What follows belongs to an exercise in optimizing a design on an open flow for small area; a production flow would make more cautious choices. No driver is modelled on the clock port, so clock power and skew are understated where the tree is cut down; a real chip needs a root buffer or a tree. Power figures rest on the tool's default switching activity, not on a simulated workload.

==> flow/design.v <==
module Segment_Selector (
    input wire [3:0] input_bits,     
    input wire dash,                 
    output wire [6:0] segments       
    );
    localparam [15:0] SEG_A = 16'hd7ed;
    localparam [15:0] SEG_B = 16'h279f;
    localparam [15:0] SEG_C = 16'h2ffb;
    localparam [15:0] SEG_D = 16'h796d;
    localparam [15:0] SEG_E = 16'hfd45;
    localparam [15:0] SEG_F = 16'hdf71;
    localparam [15:0] SEG_G = 16'hef7c;
    wire [6:0] hex = {SEG_G[input_bits], SEG_F[input_bits], SEG_E[input_bits], SEG_D[input_bits],
                      SEG_C[input_bits], SEG_B[input_bits], SEG_A[input_bits]};
    wire [6:0] raw_logic = dash ? 7'b1000000 : hex;
    assign segments = ~raw_logic;    
endmodule
module uart_full_ssd_display (
    input clk,                   
    input rst,                   
    input wire uart_rxd,         
    output wire uart_txd,        
    output wire [6:0] segments,  
    output wire [3:0] dig_sel    
    );
    function [8:0] step9(input [8:0] s);
        step9 = {s[7:0], ~(s[8] ^ s[4])};
    endfunction
    function [15:0] step16(input [15:0] s);
        step16 = {s[14:0], ~(s[15] ^ s[14] ^ s[12] ^ s[3])};
    endfunction
    localparam [8:0]  BIT_END  = 9'b101101100;
    localparam [8:0]  BIT_HALF = 9'b001001101;
    localparam [15:0] SEL_END  = 16'b0100111011000001;
    localparam [4:0]  DONE_W   = 5'd23;
    localparam [15:0] DONE_SEL = 16'b0111000011001010;
    localparam [8:0]  CNT_ONE  = 9'b000000001;       
    localparam [8:0]  CNT_PRE  = 9'b100000000;       
    localparam [8:0]  M9  = 9'b010101010;
    localparam [15:0] M16 = 16'b0101010101010101;
    localparam P_D6    = 4'd6;
    localparam P_STOP  = 4'd8;
    localparam P_IDLE  = 4'd9;
    localparam P_START = 4'd15;
    reg        rxd_0, rxd_1;
    reg [3:0]  rp;
    reg [8:0]  rcx;
    wire [8:0] rc = rcx ^ M9;
    reg [7:0]  rd;
    wire r_half  = rc == BIT_HALF;
    wire r_end   = rc == BIT_END;
    wire r_data  = ~rp[3];
    wire r_stop  = rp == P_STOP;
    wire r_idle  = rp == P_IDLE;
    wire r_valid = r_stop & r_half;
    wire r_just  = r_idle & rc[0];           
    always @(posedge clk) begin
        if (~rst) begin
            rxd_0 <= 1'b1;
            rxd_1 <= 1'b1;
        end else begin
            rxd_0 <= uart_rxd;
            rxd_1 <= rxd_0;
        end
    end
    always @(posedge clk) begin
        if (~rst) begin
            rp <= P_IDLE;
            rcx <= M9;
        end else if (r_idle) begin
            rcx <= M9;
            if (~rxd_1) rp <= P_START;
        end else if (r_valid) begin
            rp <= P_IDLE;
            rcx <= CNT_ONE ^ M9;
        end else if (r_end) begin
            rp <= rp + 4'd1;
            rcx <= M9;
        end else begin
            rcx <= step9(rc) ^ M9;
        end
    end
    always @(posedge clk) begin
        if (r_data & r_half) rd <= {rxd_1, rd[7:1]};
    end
    reg [7:0] last_byte;
    always @(posedge clk) begin
        if (r_valid) last_byte <= rd;
    end
    reg [3:0] tp;
    reg [8:0] tcx;
    wire [8:0] tc = tcx ^ M9;
    wire t_data = ~tp[3];
    wire t_idle = tp == P_IDLE;
    wire t_stop = tp == P_STOP;
    wire t_end  = tc == BIT_END;
    always @(posedge clk) begin
        if (~rst) begin
            tp <= P_IDLE;
            tcx <= M9;
        end else if (t_idle) begin
            if (r_just) tp <= P_START;
        end else if (t_end) begin
            tp <= tp + 4'd1;
            tcx <= (t_stop ? CNT_ONE : (tp == P_D6) ? CNT_PRE : 9'd0) ^ M9;
        end else begin
            tcx <= step9(tc) ^ M9;
        end
    end
    assign uart_txd = t_data ? last_byte[tp[2:0]] : ~tp[2];
    reg [15:0] selx;
    wire [15:0] sel = selx ^ M16;
    reg [4:0]  w;          
    reg        done;       
    reg        dash;
    reg [3:0]  input_bits;
    wire wrap = sel == SEL_END;
    always @(posedge clk) begin
        if (~rst) begin
            selx <= M16;
            w    <= 5'd0;
            done <= 1'b0;
            dash <= 1'b1;
        end else begin
            selx <= (wrap ? 16'd0 : step16(sel)) ^ M16;
            if (wrap) w <= w + 5'd1;
            if (w == DONE_W && sel == DONE_SEL) done <= 1'b1;
            if (done & r_valid) dash <= 1'b0;
        end
    end
    always @(posedge clk) begin
        if (wrap)
            input_bits <= dash ? 4'd0 : (w[0] ? last_byte[7:4] : last_byte[3:0]);
    end
    wire started = done | (|w);
    assign dig_sel = {started, started, w[0], started & ~w[0]};
    Segment_Selector ssd_display (
        .input_bits(input_bits),
        .dash(dash),
        .segments(segments)
    );
endmodule
export LEC_CHECK = 0
export CAP_MARGIN = 20
export CORE_MARGIN = 2
export CORE_UTILIZATION = 40
export SLEW_MARGIN = 20
create_clock -name core_clock -period 20.0 [get_ports {clk}]
standard.sh (not shown) runs the stock make flow with config.mk's settings and CLKGATE_MAP_FILE= SYNTH_SCRIPT=/design/flow/synth_recipe.tcl, a recipe that flattens the netlist after the stock synthesis.
==> flow/flow/run.sh <==
#!/bin/bash
# The standard layout (standard.sh) with two changes:
# - ports are buffered with the smallest buffer, buf_1;
# - clock tree synthesis is replaced by flow/pre_cts.tcl: the clock port
#   drives CLOCK_BUF_GROUPS buffers, one per group of nearby flip-flops.
# standard.sh's full output goes to standard_flow.log; ORFS keeps each
# step's log under orfs/logs/.
set -euo pipefail
export BUFFER_PORTS_ARGS="-buffer_cell sky130_fd_sc_hd__buf_1"
export PRE_CTS_TCL="$PWD/flow/pre_cts.tcl"
export CLOCK_BUF_CELL=sky130_fd_sc_hd__clkbuf_8
export CLOCK_BUF_GROUPS=4
bash standard.sh > standard_flow.log 2>&1
==> flow/flow/pre_cts.tcl <==
# Replace TritonCTS with a flat clock tree: the flip-flops are split into
# CLOCK_BUF_GROUPS groups by position (1, 2 = halves, 4 = quadrants) and the
# clock port drives one CLOCK_BUF_CELL per group, placed at the group's centre,
# which drives the clock pins of that group.
rename clock_tree_synthesis __tritoncts
proc median {l} {
  set s [lsort -real $l]
  return [lindex $s [expr {[llength $s] / 2}]]
}
proc clock_tree_synthesis {args} {
  set bufcell $::env(CLOCK_BUF_CELL)
  set groups $::env(CLOCK_BUF_GROUPS)
  set block [ord::get_db_block]
  set dbu [$block getDbUnitsPerMicron]
  set pins {}
  set xs {}
  set ys {}
  foreach pin [get_pins -hierarchical */CLK] {
    set inst [[sta::sta_to_db_pin $pin] getInst]
    set bb [$inst getBBox]
    set x [expr {([$bb xMin] + [$bb xMax]) / 2.0 / $dbu}]
    set y [expr {([$bb yMin] + [$bb yMax]) / 2.0 / $dbu}]
    lappend pins [list $pin $x $y]
    lappend xs $x
    lappend ys $y
  }
  set mx [median $xs]
  set my [median $ys]
  array set grp {}
  foreach p $pins {
    lassign $p pin x y
    if {$groups == 1} {
      set g 0
    } elseif {$groups == 2} {
      set g [expr {$x >= $mx}]
    } else {
      set g [expr {($x >= $mx) + 2 * ($y >= $my)}]
    }
    lappend grp($g) $p
  }
  set k 0
  foreach g [lsort [array names grp]] {
    set sx 0; set sy 0; set plist {}
    foreach p $grp($g) {
      lassign $p pin x y
      set sx [expr {$sx + $x}]
      set sy [expr {$sy + $y}]
      lappend plist $pin
    }
    set n [llength $plist]
    set cx [expr {$sx / $n}]
    set cy [expr {$sy / $n}]
    puts "Clock buffer $k: $bufcell at $cx $cy driving $n clock pins"
    insert_buffer -buffer_cell $bufcell -net clk -load_pins $plist -location [list $cx $cy] -buffer_name clkbuf_$k -net_name clk_$k
    incr k
  }
}
Change:
--- a/flow/flow/run.sh
+++ b/flow/flow/run.sh
@@ -11,2 +11,2 @@
-export CLOCK_BUF_CELL=sky130_fd_sc_hd__clkbuf_8
-export CLOCK_BUF_GROUPS=4
+export CLOCK_BUF_CELL=sky130_fd_sc_hd__clkbuf_16
+export CLOCK_BUF_GROUPS=2
Via count hardly moves.
Register-to-register slack stays flat.
Routed wire length is about the same.
Change:
CORE_UTILIZATION = 70   (was 40)
PLACE_DENSITY = 0.85   (was not set)
The new run went through all stages and came out clean.
Synthesized area is unchanged.
Sequential share of layout area went up by 0.93 points.
Worst setup slack is worse by 0.016 ns.
Power went down by 0.33%.
Hold slack is better by 0.0082 ns.
Cell area went down by 1.8%.
Die area went down by 41%.
Synthesized cell count stays the same.
Sequential power hardly moves.
No run of this note included a check of the RTL's function; only the layout flow was run. No run of this note takes its clock network from TritonCTS; it comes from the design's own scripts or RTL.


alpha:
RTL: the design.v shown in full above, as it stands there.
clock: 20.0 ns
lec_check: 0
cap_margin: 20
core_margin: 2
core_utilization: 40
slew_margin: 20
==> flow/flow/run.sh <==
#!/bin/bash
# The standard layout (standard.sh) with two changes:
# - ports are buffered with the smallest buffer, buf_1;
# - clock tree synthesis is replaced by flow/pre_cts.tcl: the clock port
#   drives CLOCK_BUF_GROUPS buffers, one per group of nearby flip-flops.
# standard.sh's full output goes to standard_flow.log; ORFS keeps each
# step's log under orfs/logs/.
set -euo pipefail
export BUFFER_PORTS_ARGS="-buffer_cell sky130_fd_sc_hd__buf_1"
export PRE_CTS_TCL="$PWD/flow/pre_cts.tcl"
export CLOCK_BUF_CELL=sky130_fd_sc_hd__clkbuf_16
export CLOCK_BUF_GROUPS=4
bash standard.sh > standard_flow.log 2>&1
Scripts as last shown in full above: flow/flow/pre_cts.tcl
alpha: full flow OK, the timing, design-rule and antenna checks passed
--- input diff alpha..beta ---
diff --git a/flow/flow/run.sh b/flow/flow/run.sh
--- a/flow/flow/run.sh
+++ b/flow/flow/run.sh
@@ -10,4 +10,4 @@
 export PRE_CTS_TCL="$PWD/flow/pre_cts.tcl"
 export CLOCK_BUF_CELL=sky130_fd_sc_hd__clkbuf_16
-export CLOCK_BUF_GROUPS=4
+export CLOCK_BUF_GROUPS=2
 bash standard.sh > standard_flow.log 2>&1
==> flow/flow/pre_cts.tcl <==
# Replaces TritonCTS with a flat clock tree: the flip-flops are split into
# CLOCK_BUF_GROUPS groups of equal size by position (1; 2 = halves by x;
# 4 = halves by x, each split by y), and the clock port drives one
# CLOCK_BUF_CELL per group, placed at the group's centre, which drives the
# clock pins of that group.
rename clock_tree_synthesis __tritoncts
proc clock_tree_synthesis {args} {
  set bufcell $::env(CLOCK_BUF_CELL)
  set groups $::env(CLOCK_BUF_GROUPS)
  set dbu [[ord::get_db_block] getDbUnitsPerMicron]
  set pins {}
  foreach pin [get_pins -hierarchical */CLK] {
    set bb [[[sta::sta_to_db_pin $pin] getInst] getBBox]
    set x [expr {([$bb xMin] + [$bb xMax]) / 2.0 / $dbu}]
    set y [expr {([$bb yMin] + [$bb yMax]) / 2.0 / $dbu}]
    lappend pins [list $pin $x $y]
  }
  set byx [lsort -real -index 1 $pins]
  set half [expr {[llength $byx] / 2}]
  if {$groups == 1} {
    set parts [list $byx]
  } elseif {$groups == 2} {
    set parts [list [lrange $byx 0 [expr {$half - 1}]] [lrange $byx $half end]]
  } else {
    set parts {}
    foreach h [list [lrange $byx 0 [expr {$half - 1}]] [lrange $byx $half end]] {
      set byy [lsort -real -index 2 $h]
      set q [expr {[llength $byy] / 2}]
      lappend parts [lrange $byy 0 [expr {$q - 1}]] [lrange $byy $q end]
    }
  }
  set k 0
  foreach part $parts {
    set sx 0
    set sy 0
    set plist {}
    foreach p $part {
      lassign $p pin x y
      set sx [expr {$sx + $x}]
      set sy [expr {$sy + $y}]
      lappend plist $pin
    }
    set n [llength $plist]
    set cx [expr {$sx / $n}]
    set cy [expr {$sy / $n}]
    puts "Clock buffer $k: $bufcell at $cx $cy driving $n clock pins"
    insert_buffer -buffer_cell $bufcell -net clk -load_pins $plist -location [list $cx $cy] -buffer_name clkbuf_$k -net_name clk_$k
    incr k
  }
}
[summary]
- alpha -> beta: clock power decreased by more than 10%
- beta against alpha: static power due to leakage down about 2%; final worst slack down 0.057 ns; share of flip-flops with an asynchronous set or reset after synthesis flat; net switching power up 0.92%.
- Compared with alpha, beta is the less power-hungry design.
- beta vs. alpha: initial standard-cell utilization of the core stayed essentially flat, number of well taps was more or less identical.
Function was not checked in any run of this note: the RTL went through the layout flow alone. In every run of this note, the design's own scripts or RTL, not TritonCTS, make the clock network.


run 1:
RTL: the design.v shown in full above, as it stands there.
Settings: LEC_CHECK=0, CAP_MARGIN=20, CORE_MARGIN=2, CORE_UTILIZATION=70, PLACE_DENSITY=0.85, SLEW_MARGIN=20; clock period 20.0 ns.
==> flow/flow/run.sh <==
#!/bin/bash
# The standard layout (standard.sh) with two changes:
# - ports are buffered with the smallest buffer, buf_1;
# - clock tree synthesis is replaced by flow/pre_cts.tcl: the clock port
#   drives CLOCK_BUF_GROUPS buffers, one per group of nearby flip-flops.
# standard.sh's full output goes to standard_flow.log; ORFS keeps each
# step's log under orfs/logs/.
set -euo pipefail
export BUFFER_PORTS_ARGS="-buffer_cell sky130_fd_sc_hd__buf_1"
export PRE_CTS_TCL="$PWD/flow/pre_cts.tcl"
export CLOCK_BUF_CELL=sky130_fd_sc_hd__clkbuf_8
export CLOCK_BUF_GROUPS=4
bash standard.sh > standard_flow.log 2>&1
==> flow/flow/pre_cts.tcl <==
# Replace TritonCTS with a flat clock tree: the flip-flops are split into
# CLOCK_BUF_GROUPS groups by position (1, 2 = halves, 4 = quadrants) and the
# clock port drives one CLOCK_BUF_CELL per group, placed at the group's centre,
# which drives the clock pins of that group.
rename clock_tree_synthesis __tritoncts
proc median {l} {
  set s [lsort -real $l]
  return [lindex $s [expr {[llength $s] / 2}]]
}
proc clock_tree_synthesis {args} {
  set bufcell $::env(CLOCK_BUF_CELL)
  set groups $::env(CLOCK_BUF_GROUPS)
  set block [ord::get_db_block]
  set dbu [$block getDbUnitsPerMicron]
  set pins {}
  set xs {}
  set ys {}
  foreach pin [get_pins -hierarchical */CLK] {
    set inst [[sta::sta_to_db_pin $pin] getInst]
    set bb [$inst getBBox]
    set x [expr {([$bb xMin] + [$bb xMax]) / 2.0 / $dbu}]
    set y [expr {([$bb yMin] + [$bb yMax]) / 2.0 / $dbu}]
    lappend pins [list $pin $x $y]
    lappend xs $x
    lappend ys $y
  }
  set mx [median $xs]
  set my [median $ys]
  array set grp {}
  foreach p $pins {
    lassign $p pin x y
    if {$groups == 1} {
      set g 0
    } elseif {$groups == 2} {
      set g [expr {$x >= $mx}]
    } else {
      set g [expr {($x >= $mx) + 2 * ($y >= $my)}]
    }
    lappend grp($g) $p
  }
  set k 0
  foreach g [lsort [array names grp]] {
    set sx 0; set sy 0; set plist {}
    foreach p $grp($g) {
      lassign $p pin x y
      set sx [expr {$sx + $x}]
      set sy [expr {$sy + $y}]
      lappend plist $pin
    }
    set n [llength $plist]
    set cx [expr {$sx / $n}]
    set cy [expr {$sy / $n}]
    puts "Clock buffer $k: $bufcell at $cx $cy driving $n clock pins"
    insert_buffer -buffer_cell $bufcell -net clk -load_pins $plist -location [list $cx $cy] -buffer_name clkbuf_$k -net_name clk_$k
    incr k
  }
}
What run 2 does differently from run 1 at the input level:
# run 1
export LEC_CHECK = 0
export CAP_MARGIN = 20
export CORE_MARGIN = 2
export CORE_UTILIZATION = 70
export PLACE_DENSITY = 0.85
export SLEW_MARGIN = 20
create_clock -name core_clock -period 20.0 [get_ports {clk}]
# run 2
export LEC_CHECK = 0
export CAP_MARGIN = 20
export CORE_MARGIN = 2
export CORE_UTILIZATION = 40
export SLEW_MARGIN = 20
create_clock -name core_clock -period 20.0 [get_ports {clk}]
-- flow/flow/run.sh --
<<< run 1, line 10
export PRE_CTS_TCL="$PWD/flow/pre_cts.tcl"
export CLOCK_BUF_CELL=sky130_fd_sc_hd__clkbuf_8
export CLOCK_BUF_GROUPS=4
>>> run 2, line 10
export PRE_CTS_TCL="$PWD/flow/pre_cts.tcl"
export CLOCK_BUF_CELL=sky130_fd_sc_hd__buf_8
export CLOCK_BUF_GROUPS=4
Looking at final cell count across run 1 and run 2, the one that comes out higher is run 2.
Compared with run 1, in run 2 switching power share of the total dropped 0.50 points; signed area change from the synthesized netlist to the final layout higher; starting density of the core now sits lower.
Edits applied to the flow inputs when going from run 2 to run 3:
-- flow/flow/run.sh --
<<< run 2, line 10
export PRE_CTS_TCL="$PWD/flow/pre_cts.tcl"
export CLOCK_BUF_CELL=sky130_fd_sc_hd__buf_8
export CLOCK_BUF_GROUPS=4
>>> run 3, line 10
export PRE_CTS_TCL="$PWD/flow/pre_cts.tcl"
export CLOCK_BUF_CELL=sky130_fd_sc_hd__clkbuf_8
export CLOCK_BUF_GROUPS=4
==> flow/flow/pre_cts.tcl <==
# Replaces TritonCTS with a flat clock tree: the flip-flops are split into
# CLOCK_BUF_GROUPS groups of equal size by position (1; 2 = halves by x;
# 4 = halves by x, each split by y), and the clock port drives one
# CLOCK_BUF_CELL per group, placed at the group's centre, which drives the
# clock pins of that group.
rename clock_tree_synthesis __tritoncts
proc clock_tree_synthesis {args} {
  set bufcell $::env(CLOCK_BUF_CELL)
  set groups $::env(CLOCK_BUF_GROUPS)
  set dbu [[ord::get_db_block] getDbUnitsPerMicron]
  set pins {}
  foreach pin [get_pins -hierarchical */CLK] {
    set bb [[[sta::sta_to_db_pin $pin] getInst] getBBox]
    set x [expr {([$bb xMin] + [$bb xMax]) / 2.0 / $dbu}]
    set y [expr {([$bb yMin] + [$bb yMax]) / 2.0 / $dbu}]
    lappend pins [list $pin $x $y]
  }
  set byx [lsort -real -index 1 $pins]
  set half [expr {[llength $byx] / 2}]
  if {$groups == 1} {
    set parts [list $byx]
  } elseif {$groups == 2} {
    set parts [list [lrange $byx 0 [expr {$half - 1}]] [lrange $byx $half end]]
  } else {
    set parts {}
    foreach h [list [lrange $byx 0 [expr {$half - 1}]] [lrange $byx $half end]] {
      set byy [lsort -real -index 2 $h]
      set q [expr {[llength $byy] / 2}]
      lappend parts [lrange $byy 0 [expr {$q - 1}]] [lrange $byy $q end]
    }
  }
  set k 0
  foreach part $parts {
    set sx 0
    set sy 0
    set plist {}
    foreach p $part {
      lassign $p pin x y
      set sx [expr {$sx + $x}]
      set sy [expr {$sy + $y}]
      lappend plist $pin
    }
    set n [llength $plist]
    set cx [expr {$sx / $n}]
    set cy [expr {$sy / $n}]
    puts "Clock buffer $k: $bufcell at $cx $cy driving $n clock pins"
    insert_buffer -buffer_cell $bufcell -net clk -load_pins $plist -location [list $cx $cy] -buffer_name clkbuf_$k -net_name clk_$k
    incr k
  }
}
--- outcome ---
- Summary: with run 2 as the reference, number of vias after detailed routing in run 3 moved down slightly.
- Looking at net switching power of the design, run 3 sits above run 2.
- Compared with run 2, in run 3 overall power of the completed layout moved down; leakage power total did not really move.
- Going from run 2 to run 3, growth of design area from synthesis to finish shrinks by 0.16 points.
[inputs] run 4 vs run 3
==> flow/flow/run.sh <==
#!/bin/bash
# The standard layout (standard.sh, standard synthesis included) with
# three changes, made through ORFS's own hooks and variables:
# - ports are buffered with the smallest buffer, buf_1 (BUFFER_PORTS_ARGS);
# - clock tree synthesis is replaced by flow/pre_cts.tcl: the clock port
#   drives four clkbuf_8, each driving a quarter of the flip-flops;
# - after clock tree synthesis, flow/post_cts.tcl swaps logic cells for the
#   smallest drive strength of the same function and repairs slew and load.
# standard.sh's full output goes to standard_flow.log; ORFS writes each
# step's log under orfs/logs/.
set -euo pipefail
export BUFFER_PORTS_ARGS="-buffer_cell sky130_fd_sc_hd__buf_1"
export PRE_CTS_TCL="$PWD/flow/pre_cts.tcl"
export POST_CTS_TCL="$PWD/flow/post_cts.tcl"
export CLOCK_BUF_CELL=sky130_fd_sc_hd__clkbuf_8
export CLOCK_BUF_GROUPS=4
bash standard.sh > standard_flow.log 2>&1
==> flow/flow/post_cts.tcl (new file) <==
# After clock tree synthesis: swap every logic cell for the smallest cell of
# the same function (same name but the drive-strength suffix), then repair any
# max-slew or max-capacitance violation this causes.  Clock buffers and
# flip-flops are left alone.
proc downsize_logic {} {
  set db [ord::get_db]
  set dont_use $::env(DONT_USE_CELLS)
  set n 0
  set saved 0.0
  foreach inst [[ord::get_db_block] getInsts] {
    set master [$inst getMaster]
    set name [$master getName]
    if {![regexp {^(sky130_fd_sc_hd__[a-z0-9]+)_([0-9]+)$} $name -> base size]} { continue }
    if {[regexp {clkbuf|clkinv|clkdly|df|tap|fill|decap|conb|probe} $base]} { continue }
    if {[$inst isFixed]} { continue }
    set area [expr {[$master getWidth] * [$master getHeight]}]
    set best $name
    set best_area $area
    foreach s {0 1 2 3 4 6 8 12 16} {
      set cand ${base}_$s
      if {[lsearch -exact $dont_use $cand] >= 0} { continue }
      set cm [$db findMaster $cand]
      if {$cm eq "NULL" || $cm eq ""} { continue }
      set ca [expr {[$cm getWidth] * [$cm getHeight]}]
      if {$ca < $best_area} {
        set best $cand
        set best_area $ca
      }
    }
    if {$best ne $name} {
      replace_cell [$inst getName] $best
      incr n
      set saved [expr {$saved + ($area - $best_area) / 1e6}]
    }
  }
  puts "Downsized $n cells, saving $saved um2"
}
downsize_logic
estimate_parasitics -placement
repair_design
## What came out
The final layout from run 4, which completed every stage, passed the timing, design-rule and antenna checks at the end of the flow. Run 3 reached the end of the flow, and the finished layout is clean on the timing, design-rule and antenna checks. As far as length of the first detailed-routing pass in iterations goes, run 4 and run 3 are indistinguishable; the numbers are identical. The core of run 4 is less densely filled than that of run 3. In terms of area after synthesis, run 4 and run 3 differ only marginally. Run 4 and run 3 ended up with nearly the same fmax. Run 4 and run 3 ended up with nearly the same clock power. Changes observed in run 4 relative to run 3: worst-case register-to-register setup slack -0.36 ns; internal portion of total power closely matched the old numbers; setup slack shows no meaningful change; detailed-route wire length did not really move; relative contribution of combinational cells to total power now sits lower. Compared with run 3, run 4 ends up with a smaller final cell area.
No run of this note included a check of the RTL's function; only the layout flow was run. No run of this note takes its clock network from TritonCTS; it comes from the design's own scripts or RTL.

==> re-timing with driven ports <==
The flow's constraints put no driver on any port. The routed layouts listed below were extracted and timed again, unchanged, in two steps.
Step 1: set_driving_cell puts a clkbuf_16 on clk and a buf_2 on each other input, an assumption about the parent block.
Step 2 times the ports against the registers' clock, not the clock port: input delays grow and output delays shrink by t, the midpoint of the rising clock arrivals with the driver on.
Slacks: ideal ports / drivers / drivers and shift; pairs: ideal ports / drivers.
run | t (ns) | setup WS [ns] | hold WS [ns] | slew at the worst register clock pin (ns) | pins driven straight from the clock port
the first run of note 1 | 0.215 | 14.375 / 14.317 / 14.324 | 0.387 / 0.387 / 0.387 | 0.12 / 0.12 | 4
the second run of note 1 | 0.223 | 14.351 / 14.303 / 14.295 | 0.387 / 0.387 / 0.387 | 0.12 / 0.12 | 2
the third run of note 1 | 0.222 | 14.334 / 14.286 / 14.344 | 0.395 / 0.395 / 0.395 | 0.12 / 0.12 | 2
alpha | 0.210 | 14.408 / 14.335 / 14.288 | 0.383 / 0.383 / 0.383 | 0.08 / 0.08 | 4
beta | 0.223 | 14.351 / 14.303 / 14.295 | 0.387 / 0.387 / 0.387 | 0.12 / 0.12 | 2
run 1 | 0.214 | 14.382 / 14.325 / 14.357 | 0.391 / 0.391 / 0.391 | 0.12 / 0.12 | 4
run 2 | 0.193 | 14.415 / 14.343 / 14.322 | 0.386 / 0.386 / 0.386 | 0.11 / 0.11 | 4
run 3 | 0.216 | 14.383 / 14.325 / 14.289 | 0.383 / 0.383 / 0.383 | 0.11 / 0.11 | 4
run 4 | 0.217 | 14.383 / 14.325 / 14.288 | 0.383 / 0.383 / 0.383 | 0.11 / 0.11 | 4
After both steps setup and hold are still met in every run listed. The setup slack of alpha, which loses most, moves by -0.073 ns with the drivers and by -0.120 ns with both steps.
